This is an optimization exercise on Yosys and OpenROAD, whose aim is small area, not a production implementation.
Only simulation tests tie the RTL to the original design; equivalence was not proved.
No activity file was given, so power comes from the tool's default toggle rates.

### design.v
`default_nettype	none
module axisafety #(
	parameter C_S_AXI_ID_WIDTH	= 6,
	parameter C_S_AXI_DATA_WIDTH	= 32,
	parameter C_S_AXI_ADDR_WIDTH	= 28,
	parameter [0:0] OPT_SELF_RESET  = 1,
	parameter	OPT_TIMEOUT = 100000
	) (
		output	reg	o_read_fault,
		output	reg	o_write_fault,
		input	wire			S_AXI_ACLK,
		input	wire			S_AXI_ARESETN,
		output	reg			M_AXI_ARESETN,
		output  wire        comb_aresetn,
		input   wire        ext_resetn,
		output  wire        channel_up,
		input	wire [C_S_AXI_ID_WIDTH-1 : 0]		S_AXI_AWID,
		input	wire [C_S_AXI_ADDR_WIDTH-1 : 0]		S_AXI_AWADDR,
		input	wire [7 : 0]		S_AXI_AWLEN,
		input	wire [2 : 0]		S_AXI_AWSIZE,
		input	wire [1 : 0]		S_AXI_AWBURST,
		input	wire			S_AXI_AWLOCK,
		input	wire [3 : 0]		S_AXI_AWCACHE,
		input	wire [2 : 0]		S_AXI_AWPROT,
		input	wire [3 : 0]		S_AXI_AWQOS,
		input	wire			S_AXI_AWVALID,
		output	reg			S_AXI_AWREADY,
		input	wire [C_S_AXI_DATA_WIDTH-1 : 0]		S_AXI_WDATA,
		input	wire [(C_S_AXI_DATA_WIDTH/8)-1 : 0]	S_AXI_WSTRB,
		input	wire			S_AXI_WLAST,
		input	wire			S_AXI_WVALID,
		output	reg			S_AXI_WREADY,
		output	reg [C_S_AXI_ID_WIDTH-1 : 0]		S_AXI_BID,
		output	reg [1 : 0]		S_AXI_BRESP,
		output	reg			S_AXI_BVALID,
		input	wire			S_AXI_BREADY,
		input	wire [C_S_AXI_ID_WIDTH-1 : 0]		S_AXI_ARID,
		input	wire [C_S_AXI_ADDR_WIDTH-1 : 0]		S_AXI_ARADDR,
		input	wire [7 : 0]		S_AXI_ARLEN,
		input	wire [2 : 0]		S_AXI_ARSIZE,
		input	wire [1 : 0]		S_AXI_ARBURST,
		input	wire			S_AXI_ARLOCK,
		input	wire [3 : 0]		S_AXI_ARCACHE,
		input	wire [2 : 0]		S_AXI_ARPROT,
		input	wire [3 : 0]		S_AXI_ARQOS,
		input	wire			S_AXI_ARVALID,
		output	reg			S_AXI_ARREADY,
		output	reg [C_S_AXI_ID_WIDTH-1 : 0]		S_AXI_RID,
		output	reg [C_S_AXI_DATA_WIDTH-1 : 0]		S_AXI_RDATA,
		output	reg [1 : 0]		S_AXI_RRESP,
		output	reg			S_AXI_RLAST,
		output	reg			S_AXI_RVALID,
		input	wire			S_AXI_RREADY,
		output	reg [C_S_AXI_ID_WIDTH-1 : 0]		M_AXI_AWID,
		output	reg [C_S_AXI_ADDR_WIDTH-1 : 0]		M_AXI_AWADDR,
		output	reg [7 : 0]		M_AXI_AWLEN,
		output	reg [2 : 0]		M_AXI_AWSIZE,
		output	reg [1 : 0]		M_AXI_AWBURST,
		output	reg			M_AXI_AWLOCK,
		output	reg [3 : 0]		M_AXI_AWCACHE,
		output	reg [2 : 0]		M_AXI_AWPROT,
		output	reg [3 : 0]		M_AXI_AWQOS,
		output	reg			M_AXI_AWVALID,
		input	wire			M_AXI_AWREADY,
		output	reg [C_S_AXI_DATA_WIDTH-1 : 0]		M_AXI_WDATA,
		output	reg [(C_S_AXI_DATA_WIDTH/8)-1 : 0]	M_AXI_WSTRB,
		output	reg			M_AXI_WLAST,
		output	reg			M_AXI_WVALID,
		input	wire			M_AXI_WREADY,
		input	wire [C_S_AXI_ID_WIDTH-1 : 0]		M_AXI_BID,
		input	wire [1 : 0]		M_AXI_BRESP,
		input	wire			M_AXI_BVALID,
		output	wire			M_AXI_BREADY,
		output	reg [C_S_AXI_ID_WIDTH-1 : 0]		M_AXI_ARID,
		output	reg [C_S_AXI_ADDR_WIDTH-1 : 0]		M_AXI_ARADDR,
		output	reg [7 : 0]		M_AXI_ARLEN,
		output	reg [2 : 0]		M_AXI_ARSIZE,
		output	reg [1 : 0]		M_AXI_ARBURST,
		output	reg			M_AXI_ARLOCK,
		output	reg [3 : 0]		M_AXI_ARCACHE,
		output	reg [2 : 0]		M_AXI_ARPROT,
		output	reg [3 : 0]		M_AXI_ARQOS,
		output	reg			M_AXI_ARVALID,
		input	wire			M_AXI_ARREADY,
		input	wire [C_S_AXI_ID_WIDTH-1 : 0]		M_AXI_RID,
		input	wire [C_S_AXI_DATA_WIDTH-1 : 0]		M_AXI_RDATA,
		input	wire [1 : 0]		M_AXI_RRESP,
		input	wire			M_AXI_RLAST,
		input	wire			M_AXI_RVALID,
		output	wire			M_AXI_RREADY
	);
	reg			faulty_write_return, faulty_read_return;
	reg			clear_fault;
	reg	[($clog2(OPT_TIMEOUT+1))-1:0]	write_timer,   read_timer;
	reg			write_timeout, read_timeout;
	reg		r_awvalid, m_awvalid;
	reg	[C_S_AXI_ID_WIDTH-1:0] r_awid,   m_awid;
	reg	[C_S_AXI_ADDR_WIDTH-1:0] r_awaddr, m_awaddr;
	reg	[7:0]	r_awlen,   m_awlen;
	reg	[2:0]	r_awsize,  m_awsize;
	reg	[1:0]	r_awburst, m_awburst;
	reg		r_awlock,  m_awlock;
	reg	[3:0]	r_awcache, m_awcache;
	reg	[2:0]	r_awprot,  m_awprot;
	reg	[3:0]	r_awqos,   m_awqos;
	reg			r_wvalid,m_wvalid;
	reg	[C_S_AXI_DATA_WIDTH-1:0]	r_wdata, m_wdata;
	reg	[C_S_AXI_DATA_WIDTH/8-1:0]	r_wstrb, m_wstrb;
	reg			r_wlast, m_wlast;
	reg			m_bvalid;	 
	reg	[C_S_AXI_ID_WIDTH-1:0]	m_bid;
	reg	[1:0]		m_bresp;
	reg		r_arvalid, m_arvalid;
	reg	[C_S_AXI_ID_WIDTH-1:0]	r_arid,    m_arid;
	reg	[C_S_AXI_ADDR_WIDTH-1:0] r_araddr, m_araddr;
	reg	[7:0]	r_arlen,   m_arlen;
	reg	[2:0]	r_arsize,  m_arsize;
	reg	[1:0]	r_arburst, m_arburst;
	reg		r_arlock,  m_arlock;
	reg	[3:0]	r_arcache, m_arcache;
	reg	[2:0]	r_arprot,  m_arprot;
	reg	[3:0]	r_arqos,   m_arqos;
	reg			r_rvalid,m_rvalid;
	reg	[C_S_AXI_ID_WIDTH-1:0]	         m_rid;
	reg	[1:0]		r_rresp, m_rresp;
	reg			         m_rlast;
	reg	[C_S_AXI_DATA_WIDTH-1:0]	r_rdata, m_rdata;
	reg	[C_S_AXI_ID_WIDTH-1:0]	wfifo_id;
	reg			wfifo_lock;
	reg	[C_S_AXI_ID_WIDTH-1:0]	rfifo_id;
	reg			rfifo_lock;
	reg	[8:0]		rfifo_counter;
	reg			rfifo_empty, rfifo_last, rfifo_penultimate;
	reg	[0:0]	s_wbursts;
	reg	[8:0]	m_wpending;
	reg		m_wempty, m_wlastctr;
	reg		waddr_valid, raddr_valid;
	always @(posedge S_AXI_ACLK)
	if (!S_AXI_ARESETN)
		S_AXI_AWREADY <= !OPT_SELF_RESET;
	else if (S_AXI_AWVALID && S_AXI_AWREADY)
		S_AXI_AWREADY <= 0;
	else if (clear_fault)
		S_AXI_AWREADY <= 1;
	else if (!S_AXI_AWREADY)
		S_AXI_AWREADY <= !S_AXI_AWREADY && S_AXI_BVALID && S_AXI_BREADY;
	generate if (OPT_SELF_RESET)
	begin
		always @(posedge S_AXI_ACLK)
		if (!S_AXI_ARESETN)
			waddr_valid <= 0;
		else if (S_AXI_AWVALID && S_AXI_AWREADY)
			waddr_valid <= 1;
		else if (waddr_valid)
			waddr_valid <= !S_AXI_BVALID || !S_AXI_BREADY;
	end else begin
		always @(*)
			waddr_valid = !S_AXI_AWREADY;
	end endgenerate
	always @(posedge S_AXI_ACLK)
	begin
		if (S_AXI_AWVALID && S_AXI_AWREADY)
		begin
			r_awvalid <= 1'b0;
			r_awid    <= S_AXI_AWID;
			r_awaddr  <= S_AXI_AWADDR;
			r_awlen   <= S_AXI_AWLEN;
			r_awsize  <= S_AXI_AWSIZE;
			r_awburst <= S_AXI_AWBURST;
			r_awlock  <= S_AXI_AWLOCK;
			r_awcache <= S_AXI_AWCACHE;
			r_awprot  <= S_AXI_AWPROT;
			r_awqos   <= S_AXI_AWQOS;
		end else if (M_AXI_AWREADY)
			r_awvalid <= 0;
		if (!S_AXI_ARESETN)
			r_awvalid <= 0;
	end
	always @(*)
	if (r_awvalid)
	begin
		m_awvalid = r_awvalid;
		m_awid    = r_awid;
		m_awaddr  = r_awaddr;
		m_awlen   = r_awlen;
		m_awsize  = r_awsize;
		m_awburst = r_awburst;
		m_awlock  = r_awlock;
		m_awcache = r_awcache;
		m_awprot  = r_awprot;
		m_awqos   = r_awqos;
	end else begin
		m_awvalid = S_AXI_AWVALID && S_AXI_AWREADY;
		m_awid    = S_AXI_AWID;
		m_awaddr  = S_AXI_AWADDR;
		m_awlen   = S_AXI_AWLEN;
		m_awsize  = S_AXI_AWSIZE;
		m_awburst = S_AXI_AWBURST;
		m_awlock  = S_AXI_AWLOCK;
		m_awcache = S_AXI_AWCACHE;
		m_awprot  = S_AXI_AWPROT;
		m_awqos   = S_AXI_AWQOS;
	end
	always @(posedge S_AXI_ACLK)
	begin
		if (!M_AXI_AWVALID || M_AXI_AWREADY)
		begin
			if (o_write_fault)
				M_AXI_AWVALID <= 0;
			else
				M_AXI_AWVALID <= m_awvalid;
			M_AXI_AWID    <= m_awid;
			M_AXI_AWADDR  <= m_awaddr;
			M_AXI_AWLEN   <= m_awlen;
			M_AXI_AWSIZE  <= m_awsize;
			M_AXI_AWBURST <= m_awburst;
			M_AXI_AWLOCK  <= m_awlock;
			M_AXI_AWCACHE <= m_awcache;
			M_AXI_AWPROT  <= m_awprot;
			M_AXI_AWQOS   <= m_awqos;
		end
		if (!M_AXI_ARESETN)
			M_AXI_AWVALID <= 0;
	end
	always @(posedge S_AXI_ACLK)
	if (!S_AXI_ARESETN)
		s_wbursts <= 0;
	else if (S_AXI_WVALID && S_AXI_WREADY && S_AXI_WLAST)
		s_wbursts <= 1;
	else if (S_AXI_BVALID && S_AXI_BREADY)
		s_wbursts <= 0;
	always @(posedge S_AXI_ACLK)
	if (S_AXI_AWREADY && S_AXI_AWVALID)
	begin
		wfifo_id   <= S_AXI_AWID;
		wfifo_lock <= S_AXI_AWLOCK;
	end
	always @(posedge S_AXI_ACLK)
	if (!S_AXI_ARESETN || o_write_fault)
	begin
		m_wpending <= 0;
		m_wempty   <= 1;
		m_wlastctr <= 0;
	end else if (M_AXI_AWVALID && M_AXI_AWREADY)
	begin
		if (M_AXI_WVALID && M_AXI_WREADY)
		begin
			if (m_wpending == 0)
			begin
				m_wpending <= {1'b0, M_AXI_AWLEN};
				m_wempty   <= (M_AXI_AWLEN == 0);
				m_wlastctr <= (M_AXI_AWLEN == 1);
			end else begin
				m_wpending <= M_AXI_AWLEN+1;
				m_wempty   <= 0;
				m_wlastctr <= (M_AXI_AWLEN == 0);
			end
		end else begin
			m_wpending <= M_AXI_AWLEN+1;
			m_wempty   <= 0;
			m_wlastctr <= (M_AXI_AWLEN == 0);
		end
	end else if (M_AXI_WVALID && M_AXI_WREADY && (!m_wempty))
	begin
		m_wpending <= m_wpending - 1;
		m_wempty   <= (m_wpending <= 1);
		m_wlastctr <= (m_wpending == 2);
	end
	always @(posedge S_AXI_ACLK)
	if (!S_AXI_ARESETN)
		S_AXI_WREADY <= 0;
	else if (S_AXI_WVALID && S_AXI_WREADY)
	begin
		if (S_AXI_WLAST)
			S_AXI_WREADY <= 0;
		else if (o_write_fault)
			S_AXI_WREADY <= 1;
		else if (!M_AXI_WVALID || M_AXI_WREADY)
			S_AXI_WREADY <= 1;
		else
			S_AXI_WREADY <= 0;
	end else if ((s_wbursts == 0)&&(waddr_valid)
				&&(o_write_fault || M_AXI_WREADY))
		S_AXI_WREADY <= 1;
	else if (S_AXI_AWVALID && S_AXI_AWREADY)
		S_AXI_WREADY <= 1;
	always @(posedge S_AXI_ACLK)
	if (!S_AXI_ARESETN)
		r_wvalid <= 0;
	else if (!r_wvalid)
	begin
		r_wvalid <= (S_AXI_WVALID && S_AXI_WREADY
				&& M_AXI_WVALID && !M_AXI_WREADY);
		r_wdata <= S_AXI_WDATA;
		r_wstrb <= S_AXI_WSTRB;
		r_wlast <= S_AXI_WLAST;
	end else if (o_write_fault || M_AXI_WREADY || !M_AXI_ARESETN)
		r_wvalid <= 0;
	always @(*)
	if (o_write_fault)
	begin
		m_wvalid = !m_wempty;
		m_wlast  = m_wlastctr;
		m_wstrb  = 0;
	end else if (r_wvalid)
	begin
		m_wvalid = 1;
		m_wstrb  = r_wstrb;
		m_wlast  = r_wlast;
	end else begin
		m_wvalid = S_AXI_WVALID && S_AXI_WREADY;
		m_wstrb  = S_AXI_WSTRB;
		m_wlast  = S_AXI_WLAST;
	end
	always @(*)
	if (r_wvalid)
		m_wdata = r_wdata;
	else
		m_wdata = S_AXI_WDATA;
	always @(posedge S_AXI_ACLK)
	begin
		if (!M_AXI_WVALID || M_AXI_WREADY)
		begin
			M_AXI_WVALID <= m_wvalid;
			M_AXI_WDATA  <= m_wdata;
			M_AXI_WSTRB  <= m_wstrb;
			M_AXI_WLAST  <= m_wlast;
		end
		if (!M_AXI_ARESETN)
			M_AXI_WVALID <= 0;
	end
	always @(posedge S_AXI_ACLK)
	if (!S_AXI_ARESETN || !waddr_valid)
		write_timer <= 0;
	else if (!o_write_fault && M_AXI_BVALID)
		write_timer <= 0;
	else if (S_AXI_WREADY)
		write_timer <= 0;
	else if (!(&write_timer))
		write_timer <= write_timer + 1;
	always @(posedge S_AXI_ACLK)
	if (!S_AXI_ARESETN || clear_fault)
		write_timeout <= 0;
	else if (M_AXI_BVALID)
		write_timeout <= write_timeout;
	else if (S_AXI_WVALID && S_AXI_WREADY)
		write_timeout <= write_timeout;
	else if (write_timer >= OPT_TIMEOUT)
		write_timeout <= 1;
	always @(*)
	begin
		faulty_write_return = 0;
		if (M_AXI_WVALID && M_AXI_WREADY
				&& M_AXI_AWVALID && !M_AXI_AWREADY)
			faulty_write_return = 1;
		if (M_AXI_BVALID)
		begin
			if (M_AXI_AWVALID || M_AXI_WVALID)
				faulty_write_return = 1;
			if (!m_wempty)
				faulty_write_return = 1;
			if (s_wbursts <= (S_AXI_BVALID ? 1:0))
				faulty_write_return = 1;
			if (M_AXI_BID != wfifo_id)
				faulty_write_return = 1;
			if (M_AXI_BRESP == 2'b01 && !wfifo_lock)
				faulty_write_return = 1;
		end
	end
	always @(posedge S_AXI_ACLK)
	if (!S_AXI_ARESETN || clear_fault)
		o_write_fault <= 0;
	else if ((!M_AXI_ARESETN&&o_read_fault) || write_timeout)
		o_write_fault <= 1;
	else if (M_AXI_BVALID && M_AXI_BREADY)
		o_write_fault <= (o_write_fault) || faulty_write_return;
	else if (M_AXI_WVALID && M_AXI_WREADY
			&& M_AXI_AWVALID && !M_AXI_AWREADY)
		o_write_fault <= 1;
	always @(*)
	if (o_write_fault)
	begin
		m_bvalid = (s_wbursts > (S_AXI_BVALID ? 1:0));
		m_bid    = wfifo_id;
		m_bresp  = 2'b10;
	end else begin
		m_bvalid = M_AXI_BVALID;
		if (faulty_write_return)
			m_bvalid = 0;
		m_bid    = wfifo_id;
		m_bresp  = M_AXI_BRESP;
	end
	assign M_AXI_BREADY = 1;
	always @(posedge S_AXI_ACLK)
	if (!S_AXI_ARESETN)
		S_AXI_BVALID <= 0;
	else if (!S_AXI_BVALID || S_AXI_BREADY)
		S_AXI_BVALID <= m_bvalid;
	always @(posedge S_AXI_ACLK)
	if (!S_AXI_BVALID || S_AXI_BREADY)
	begin
		S_AXI_BID    <= m_bid;
		S_AXI_BRESP  <= m_bresp;
	end
	always @(posedge S_AXI_ACLK)
	if (!S_AXI_ARESETN)
		S_AXI_ARREADY <= !OPT_SELF_RESET;
	else if (S_AXI_ARVALID && S_AXI_ARREADY)
		S_AXI_ARREADY <= 0;
	else if (clear_fault)
		S_AXI_ARREADY <= 1;
	else if (!S_AXI_ARREADY)
		S_AXI_ARREADY <= (S_AXI_RVALID && S_AXI_RLAST && S_AXI_RREADY);
	always @(*)
	if (OPT_SELF_RESET)
		raddr_valid = !rfifo_empty;
	else
		raddr_valid = !S_AXI_ARREADY;
	always @(posedge S_AXI_ACLK)
	begin
		if (S_AXI_ARVALID && S_AXI_ARREADY)
		begin
			r_arvalid <= (M_AXI_ARVALID && !M_AXI_ARREADY);
			r_arid    <= S_AXI_ARID;
			r_araddr  <= S_AXI_ARADDR;
			r_arlen   <= S_AXI_ARLEN;
			r_arsize  <= S_AXI_ARSIZE;
			r_arburst <= S_AXI_ARBURST;
			r_arlock  <= S_AXI_ARLOCK;
			r_arcache <= S_AXI_ARCACHE;
			r_arprot  <= S_AXI_ARPROT;
			r_arqos   <= S_AXI_ARQOS;
		end else if (M_AXI_ARREADY)
			r_arvalid <= 0;
		if (!M_AXI_ARESETN)
			r_arvalid <= 0;
	end
	always @(*)
	if (r_arvalid)
	begin
		m_arvalid = r_arvalid;
		m_arid    = r_arid;
		m_araddr  = r_araddr;
		m_arlen   = r_arlen;
		m_arsize  = r_arsize;
		m_arburst = r_arburst;
		m_arlock  = r_arlock;
		m_arcache = r_arcache;
		m_arprot  = r_arprot;
		m_arqos   = r_arqos;
	end else begin
		m_arvalid = S_AXI_ARVALID && S_AXI_ARREADY;
		m_arid    = S_AXI_ARID;
		m_araddr  = S_AXI_ARADDR;
		m_arlen   = S_AXI_ARLEN;
		m_arsize  = S_AXI_ARSIZE;
		m_arburst = S_AXI_ARBURST;
		m_arlock  = S_AXI_ARLOCK;
		m_arcache = S_AXI_ARCACHE;
		m_arprot  = S_AXI_ARPROT;
		m_arqos   = S_AXI_ARQOS;
	end
	always @(posedge S_AXI_ACLK)
	begin
		if (!M_AXI_ARVALID || M_AXI_ARREADY)
		begin
			if (o_read_fault)
				M_AXI_ARVALID <= 0;
			else
				M_AXI_ARVALID <= m_arvalid;
			M_AXI_ARID    <= m_arid;
			M_AXI_ARADDR  <= m_araddr;
			M_AXI_ARLEN   <= m_arlen;
			M_AXI_ARSIZE  <= m_arsize;
			M_AXI_ARBURST <= m_arburst;
			M_AXI_ARLOCK  <= m_arlock;
			M_AXI_ARCACHE <= m_arcache;
			M_AXI_ARPROT  <= m_arprot;
			M_AXI_ARQOS   <= m_arqos;
		end
		if (!M_AXI_ARESETN)
			M_AXI_ARVALID <= 0;
	end
	always @(posedge S_AXI_ACLK)
	if (!S_AXI_ARESETN || clear_fault)
		read_timer <= 0;
	else if (rfifo_empty||(S_AXI_RVALID))
		read_timer <= 0;
	else if (M_AXI_RVALID)
		read_timer <= 0;
	else if (!(&read_timer))
		read_timer <= read_timer + 1;
	always @(posedge S_AXI_ACLK)
	if (!S_AXI_ARESETN || clear_fault)
		read_timeout <= 0;
	else if (rfifo_empty||S_AXI_RVALID)
		read_timeout <= read_timeout;
	else if (M_AXI_RVALID)
		read_timeout <= read_timeout;
	else if (read_timer == OPT_TIMEOUT)
		read_timeout <= 1;
	always @(*)
	begin
		faulty_read_return = 0;
		if (M_AXI_RVALID)
		begin
			if (M_AXI_ARVALID)
				faulty_read_return = 1;
			if (M_AXI_RID != rfifo_id)
				faulty_read_return = 1;
			if (rfifo_last && (S_AXI_RVALID || !M_AXI_RLAST))
				faulty_read_return = 1;
			if (rfifo_penultimate && S_AXI_RVALID && (r_rvalid || !M_AXI_RLAST))
				faulty_read_return = 1;
			if (M_AXI_RRESP == 2'b01 && !rfifo_lock)
				faulty_read_return = 1;
		end
	end
	always @(posedge S_AXI_ACLK)
	if (!S_AXI_ARESETN || clear_fault)
		o_read_fault <= 0;
	else if ((!M_AXI_ARESETN && o_write_fault) || read_timeout)
		o_read_fault <= 1;
	else if (M_AXI_RVALID)
	begin
		if (faulty_read_return)
			o_read_fault <= 1;
		if (!raddr_valid)
			o_read_fault <= 1;
	end
	always @(posedge S_AXI_ACLK)
	if (!S_AXI_ARESETN || o_read_fault)
		r_rvalid <= 0;
	else if (!r_rvalid)
	begin
		if (faulty_read_return)
			r_rvalid <= 0;
		else if (o_read_fault)
			r_rvalid <= 0;
		r_rvalid <= M_AXI_RVALID && M_AXI_RREADY
				&& (S_AXI_RVALID && !S_AXI_RREADY);
	end else if (S_AXI_RREADY)
		r_rvalid <= 0;
	always @(posedge S_AXI_ACLK)
	if (!r_rvalid)
	begin
		r_rresp  <= M_AXI_RRESP;
		r_rdata  <= M_AXI_RDATA;
	end
	assign M_AXI_RREADY = !r_rvalid;
	always @(posedge S_AXI_ACLK)
	if (S_AXI_ARVALID && S_AXI_ARREADY)
	begin
		rfifo_id   <= S_AXI_ARID;
		rfifo_lock <= S_AXI_ARLOCK;
	end
	always @(posedge S_AXI_ACLK)
	if (!S_AXI_ARESETN)
	begin
		rfifo_counter    <= 0;
		rfifo_empty      <= 1;
		rfifo_last       <= 0;
		rfifo_penultimate<= 0;
	end else if (S_AXI_ARVALID && S_AXI_ARREADY)
	begin
		rfifo_counter <= S_AXI_ARLEN+1;
		rfifo_empty   <= 0;
		rfifo_last    <= (S_AXI_ARLEN == 0);
		rfifo_penultimate <= (S_AXI_ARLEN == 1);
	end else if (!rfifo_empty)
	begin
		if (S_AXI_RVALID && S_AXI_RREADY)
		begin
			rfifo_counter <= rfifo_counter - 1;
			rfifo_empty   <= (rfifo_counter <= 1);
			rfifo_last    <= (rfifo_counter == 2);
			rfifo_penultimate <= (rfifo_counter == 3);
		end
	end
	always @(*)
	if (o_read_fault || (!M_AXI_ARESETN && OPT_SELF_RESET))
	begin
		m_rvalid = !rfifo_empty;
		if (S_AXI_RVALID && rfifo_last)
			m_rvalid = 0;
		m_rresp  = 2'b10;
	end else if (r_rvalid)
	begin
		m_rvalid = r_rvalid;
		m_rresp  = r_rresp;
	end else begin
		m_rvalid = M_AXI_RVALID && raddr_valid && !faulty_read_return;
		m_rresp  = M_AXI_RRESP;
	end
	always @(*)
		m_rid = rfifo_id;
	always @(*)
	if (S_AXI_RVALID)
		m_rlast = rfifo_penultimate;
	else
		m_rlast = (rfifo_last);
	always @(*)
	if (r_rvalid)
		m_rdata = r_rdata;
	else
		m_rdata = M_AXI_RDATA;
	always @(posedge S_AXI_ACLK)
	if (!S_AXI_ARESETN)
		S_AXI_RVALID <= 0;
	else if (!S_AXI_RVALID || S_AXI_RREADY)
		S_AXI_RVALID <= m_rvalid;
	always @(posedge S_AXI_ACLK)
	if (!S_AXI_RVALID || S_AXI_RREADY)
	begin
		S_AXI_RID    <= m_rid;
		S_AXI_RRESP  <= m_rresp;
		S_AXI_RLAST  <= m_rlast;
		S_AXI_RDATA  <= m_rdata;
	end
	(* async_reg *) reg [2:0] ext_resetn_r;
	(* async_reg *) reg [1023:0] channel_up_r;
	always @(posedge S_AXI_ACLK)
	begin
	   ext_resetn_r = {ext_resetn_r[1:0], ext_resetn};
	   channel_up_r = {channel_up_r[1022:0], ext_resetn};
	end
	assign channel_up = channel_up_r[1023];
	assign comb_aresetn = M_AXI_ARESETN & ext_resetn_r[2];
	generate if (OPT_SELF_RESET)
	begin
		reg	[4:0]	reset_counter;
		reg		reset_timeout, r_clear_fault;
		always @(posedge S_AXI_ACLK)
		if (S_AXI_ARESETN == 1'b0) 
			M_AXI_ARESETN <= 0;
		else if (clear_fault)
			M_AXI_ARESETN <= 1;
		else if (o_read_fault || o_write_fault)
			M_AXI_ARESETN <= 0;
		always @(posedge S_AXI_ACLK)
		if (M_AXI_ARESETN)
			reset_counter <= 0;
		else if (!reset_timeout)
			reset_counter <= reset_counter+1;
		always @(*)
			reset_timeout <= reset_counter[4];
		always @(posedge S_AXI_ACLK)
		if (!S_AXI_ARESETN)
			r_clear_fault <= 1;
		else if (!M_AXI_ARESETN && !reset_timeout)
			r_clear_fault <= 0;
		else if (!o_read_fault && !o_write_fault)
			r_clear_fault <= 0;
		else if (raddr_valid || waddr_valid)
			r_clear_fault <= 0;
		else
			r_clear_fault <= 1;
		always @(*)
		if (S_AXI_AWVALID || S_AXI_ARVALID)
			clear_fault = 0;
		else if (raddr_valid || waddr_valid)
			clear_fault = 0;
		else
			clear_fault = r_clear_fault;
	end else begin
		always @(*)
			M_AXI_ARESETN = S_AXI_ARESETN;
		always @(*)
			clear_fault = 0;
	end endgenerate
	/*verilator lint_off UNUSED*/
	wire	unused;
	assign	unused = &{ 1'b0 };
	/*verilator lint_on UNUSED*/
endmodule
`default_nettype wire
### run.sh
#!/bin/bash
# synth_recipe.tcl (not shown) runs the flow's synth.tcl, then flattens the netlist and writes it again
# the make line also repeats each setting of config.mk as NAME=value (left out here)
make -C /OpenROAD-flow-scripts/flow DESIGN_CONFIG=/design/flow/config.mk WORK_HOME=/design/flow/orfs CLKGATE_MAP_FILE= SYNTH_SCRIPT=/design/flow/synth_recipe.tcl finish
### config.mk
export PLATFORM = sky130hd
export DESIGN_NAME = axisafety
export DESIGN_NICKNAME = axisafety
export VERILOG_FILES = /design/flow/design.v
export SDC_FILE = /design/flow/constraint.sdc
export NUM_CORES = 4
export LEC_CHECK = 0
export CAP_MARGIN = 20
export CORE_MARGIN = 2
export CORE_UTILIZATION = 40
export SLEW_MARGIN = 20
### constraint.sdc
create_clock -name core_clock -period 10.0 [get_ports {S_AXI_ACLK}]
set_input_delay 2.0000 -clock core_clock [delete_from_list [all_inputs] [get_ports {S_AXI_ACLK}]]
set_output_delay 2.0000 -clock core_clock [all_outputs]
set_load 0.01 [all_outputs]
==> metrics.md <==
| Metric | Value |
|---|---|
| Run status | timing/DRC/antenna clean |
| Hold Path End | channel_up_r[99] |
| Number of global-route vias before repair | 18,212 |
| Largest net degree at the start of global routing | 68 |
| Sinks on Clock Net | 1,446 |
| Worst R2R Path Depth | 10 |
| Wire length of the first global-routing pass | 100 mm |
| Critical Path AT | 2.27 ns |
| Flops & latches, synth | 1,446 |
| CTS buffer count | 143 |
| Cell variety after synth | 57 |
| Slew headroom | 31.6% |
| Grt ovf | 0 |
| Highest Clock Rate | 0.234 GHz |
| Fin. Hold Viols | 0 |
| Synth top area share | 62.6% |
| Seq/Total Area, Yosys | 87.9% |
| Die Span Y | 306 µm |
| CTS tree | done |
| I/O pins | 436 |
| Routability congestion estimate | 0.813 |
| CTS root buf | clkbuf_16 |
| Post-CTS Setup Bufs | 0 |
| WS Path Type | flop to primary output |
| Tot Pwr | 11.7 mW |
| Die W | 306 µm |
| Core Region | 90,100 µm² |
| Fin nets | 2,842 |
| Slew @ Worst Pin | 1.03 ns |
| Critical path capture point type | primary output |
| Syn nets | 2,285 |
| Initial DRC count | 757 |
| Clock Power Share | 44.7% |
| Hpwl dp | 39.0 mm |
| Seq pwr share | 52.3% |
| Wire per inst | 16.1 µm |
| # DRC | 0 |
| Crit share post-route | 42.7% |
| RR Endpoint | write_timer[11] |
| Clk buf depth | 3 |
| Final Max Tran Viols | 0 |
| Number of synthesized flops with an enable pin | 307 |
| Gate Count Post-Synth | 2,048 |
| Leak | 17.8 nW |
| Clock transition at the registers of the reported paths | 0.06 ns |
| Post_cts resized | 0 |
| Startpoint class of the critical path | flop |
| Worst vdd ir | 0.000161 V |
| Slowest Stage Delay on Critical Path | 0.88 ns |
| Avg Cell Area, Syn | 17.8 µm² |
| Post-layout util | 52.1% |
| FFs w/ async S/R, synth | 0% |
| Max_cap viols | 0 |
| Worst path required time | 8.00 ns |
| R2R Setup Slk | 7.26 ns |
| Worst Hold Class | flop to flop |
| Routed WL | 62.6 mm |
| Reg2reg start | write_timer[6] |
| Int Power | 9.34 mW |
| Rows | 110 |
| Primary FF master, synth | dfxtp_1 |
| Via/cell ratio | 4.29 |
| Setup-failing EPs final | 0 |
| Post-Route Skew | 0.0288 ns |
| Sw Share | 20.1% |
| # H-tree levels | 4 |
| # fillers | 7,227 |
| Post-route ant nets | 0 |
| Setup TNS Final | 0 ns |
| Min-delay src | channel_up_r[98] |
| Pwr per Cell Area | 249 nW/µm² |
| Yosys warning count | 1 |
| Critical path buffer and inverter count | 1 |
| Synthesized area | 36,400 µm² |
| 1st-pass router iterations | 4 |
| Layout area overhead | 28.9% |
| Port bufs | 434 |
| Die area | 93,500 µm² |
| Sw Pwr | 2.35 mW |
| Yosys top cell by area | dfxtp_1 |
| Hold depth | 0 |
| Max FO, Critical Path | 23 |
| Post-DP Area | 42,200 µm² |
| Gate power share | 3.0% |
| Final instance area | 47,000 µm² |
| Total Routing Usage GR | 13.6% |
| Worst-path cell chain | clkdlybuf4s50_1 |
| Share of layout cells above drive strength 1 | 13.8% |
| Initial antenna violation count | 7 |
| Top cells by area, synth | dfxtp_1, edfxtp_1, mux2_2 |
| Initial core utilization | 40.4% |
| CTS Hold Bufs | 0 |
| Critical-path top delay cell | dfxtp_1 |
| Routed vias | 16,733 |
| RSZ-0062 raised after global routing | false |
| Final min period | 4.27 ns |
| Crit-path leading delay family | flip-flops |
| Clk Latency, worst-skew pair | 0.71 ns |
[worst max path at each step]
| stage | slack (ns) | end | from | cells past startpoint |
|---|---|---|---|---|
| after floorplan | 6.02 | o_write_fault | M_AXI_AWREADY | 4 |
| after global placement | 5.72 | r_arvalid | S_AXI_ARVALID | 6 |
| after CTS | 5.64 | o_write_fault | o_write_fault | 1 |
| final | 5.73 | o_write_fault | o_write_fault | 1 |
| after global routing | 5.56 | o_write_fault | o_write_fault | 1 |
| after detailed placement | 5.73 | r_arvalid | S_AXI_ARVALID | 6 |
[layout by cell type (no fill, tap or decap), drive strengths merged, types with 12 or more instances in the layout]
master            n
dfxtp          1139
clkdlybuf4s50   433
edfxtp          307
clkbuf          216
mux2            130
nor2             69
nand2            49
xor2             42
clkinv           33
xnor2            29
inv              27
nand3            24
ha               20
o21ai            17
a21oi            17
nor2b            16
nor4             12
[worst reg2reg max path, stage by stage, from the launching register on]
cell      delay, ns
dfxtp_1        0.41
and3_1         0.31
and4_1         0.26
nand2_1        0.07
nor4_1         0.31
ha_1           0.40
nand4b_1       0.25
nor2_1         0.14
and4_1         0.24
xnor2_1        0.15
nor2_1         0.06
[metal layers]
layer,track usage [%],part of all wire [%],vias to the layer above
li1,-,-,8106
met1,16.1,42,8019
met2,21.3,46,431
met3,5.72,8.5,167
met4,6.34,3.2,10
met5,0,0.11,-
[flip-flops by register name (all words and copies together) (netlist names), 5 cells and up]
signal	count
M_AXI_ARADDR	28
M_AXI_ARID	6
M_AXI_ARLEN	8
M_AXI_AWADDR	28
M_AXI_AWID	6
M_AXI_AWLEN	8
M_AXI_WDATA	32
S_AXI_BID	6
S_AXI_RDATA	32
S_AXI_RID	6
channel_up_r	1024
genblk2.reset_counter	5
m_wpending	9
r_araddr	28
r_arid	6
r_arlen	8
r_rdata	32
r_wdata	32
read_timer	17
rfifo_counter	9
wfifo_id	6
write_timer	17
[layout make-up]
class / count / area [µm²] / area share [%]
Antenna cell: 2 / 5.00 / 0.0107
Clock buffer: 216 / 4240 / 9.03
Clock inverter: 47 / 528 / 1.12
Tap cell: 1176 / 1470 / 3.13
Sequential cell: 1446 / 32000 / 68.2
Inverter: 20 / 75.1 / 0.160
Timing Repair Buffer: 442 / 4400 / 9.37
Multi-Input combinational cell: 552 / 4210 / 8.96
[kinds of logic (layout without fill, tap and decap cells)]
logic type	count (synthesis)	count (layout)	share of synthesized area, %
multiplexers	138	138	4.24
other	1	3	0.0103
buffers and inverters	50	725	0.533
AND/OR/NAND/NOR	246	246	3.50
adder cells (fa/ha/maj)	20	20	0.687
XOR/XNOR	71	71	1.71
AO/OA/AOI/OAI	76	76	1.38
flip-flops	1446	1446	87.9
[cells in the mapped netlist (all sizes together), types with 4 or more instances]
| library cell | instances |
|---|---|
| o21ai | 17 |
| buf | 9 |
| xor2 | 42 |
| nor2b | 16 |
| xnor2 | 29 |
| a21oi | 17 |
| and3 | 10 |
| o211ai | 4 |
| ha | 20 |
| a211oi | 4 |
| nand4 | 9 |
| nand2b | 10 |
| dfxtp | 1139 |
| a31oi | 5 |
| nor3b | 4 |
| a21boi | 4 |
| nand2 | 49 |
| and2 | 4 |
| nand3 | 24 |
| mux2 | 130 |
| nand3b | 4 |
| inv | 20 |
| o22ai | 4 |
| nor2 | 69 |
| or4 | 4 |
| mux2i | 8 |
| nor4 | 12 |
| edfxtp | 307 |
| nand4b | 5 |
| and4 | 4 |
| clkbuf | 21 |
| nor3 | 10 |
| o21a | 4 |
[power by group through the flow]
stage	Combinational [mW]	Clock, mW	Sequential [mW]
finish	0.352	5.23	6.11
CTS	0.357	5.39	6.11
floorplan	0.0942	0	6.25
global placement	0.347	0	6.23
global route	0.377	5.62	6.12
detailed placement	0.355	0	6.24
[stage by stage]
stage	setup WS, ns	instances	hold slack, ns
final	5.73	3901	0.301
after global routing	5.56	3901	0.317
after CTS	5.64	3899	0.306
after detailed placement	5.73	3636	0.312
after global placement	5.72	3636	0.313
after floorplan	6.02	2048	0.310

## static timing again, ports no longer ideal
How much do the figures lean on ideal ports? The routed layout below was timed once more, with nothing changed but the port constraints. Step 1 sets driving cells, clkbuf_16 on the clock port and buf_2 on the other inputs (assumed; they add their load-dependent delay and slew). Step 2 times the ports against the registers' clock, not the clock port: input delays grow and output delays shrink by t, the midpoint of the rising clock arrivals with the driver on. Three values: ideal, step 1, step 2; two values: the first two.
t (ns): 0.766
setup WS [ns]: 5.730 / 5.664 / 5.755
worst setup path after step 2: input to register
slew at the worst register clock pin (ns): 0.06 / 0.06
After both steps setup and hold are still met in this run. The setup slack of this run moves by -0.066 ns with the drivers and by +0.025 ns with both steps.
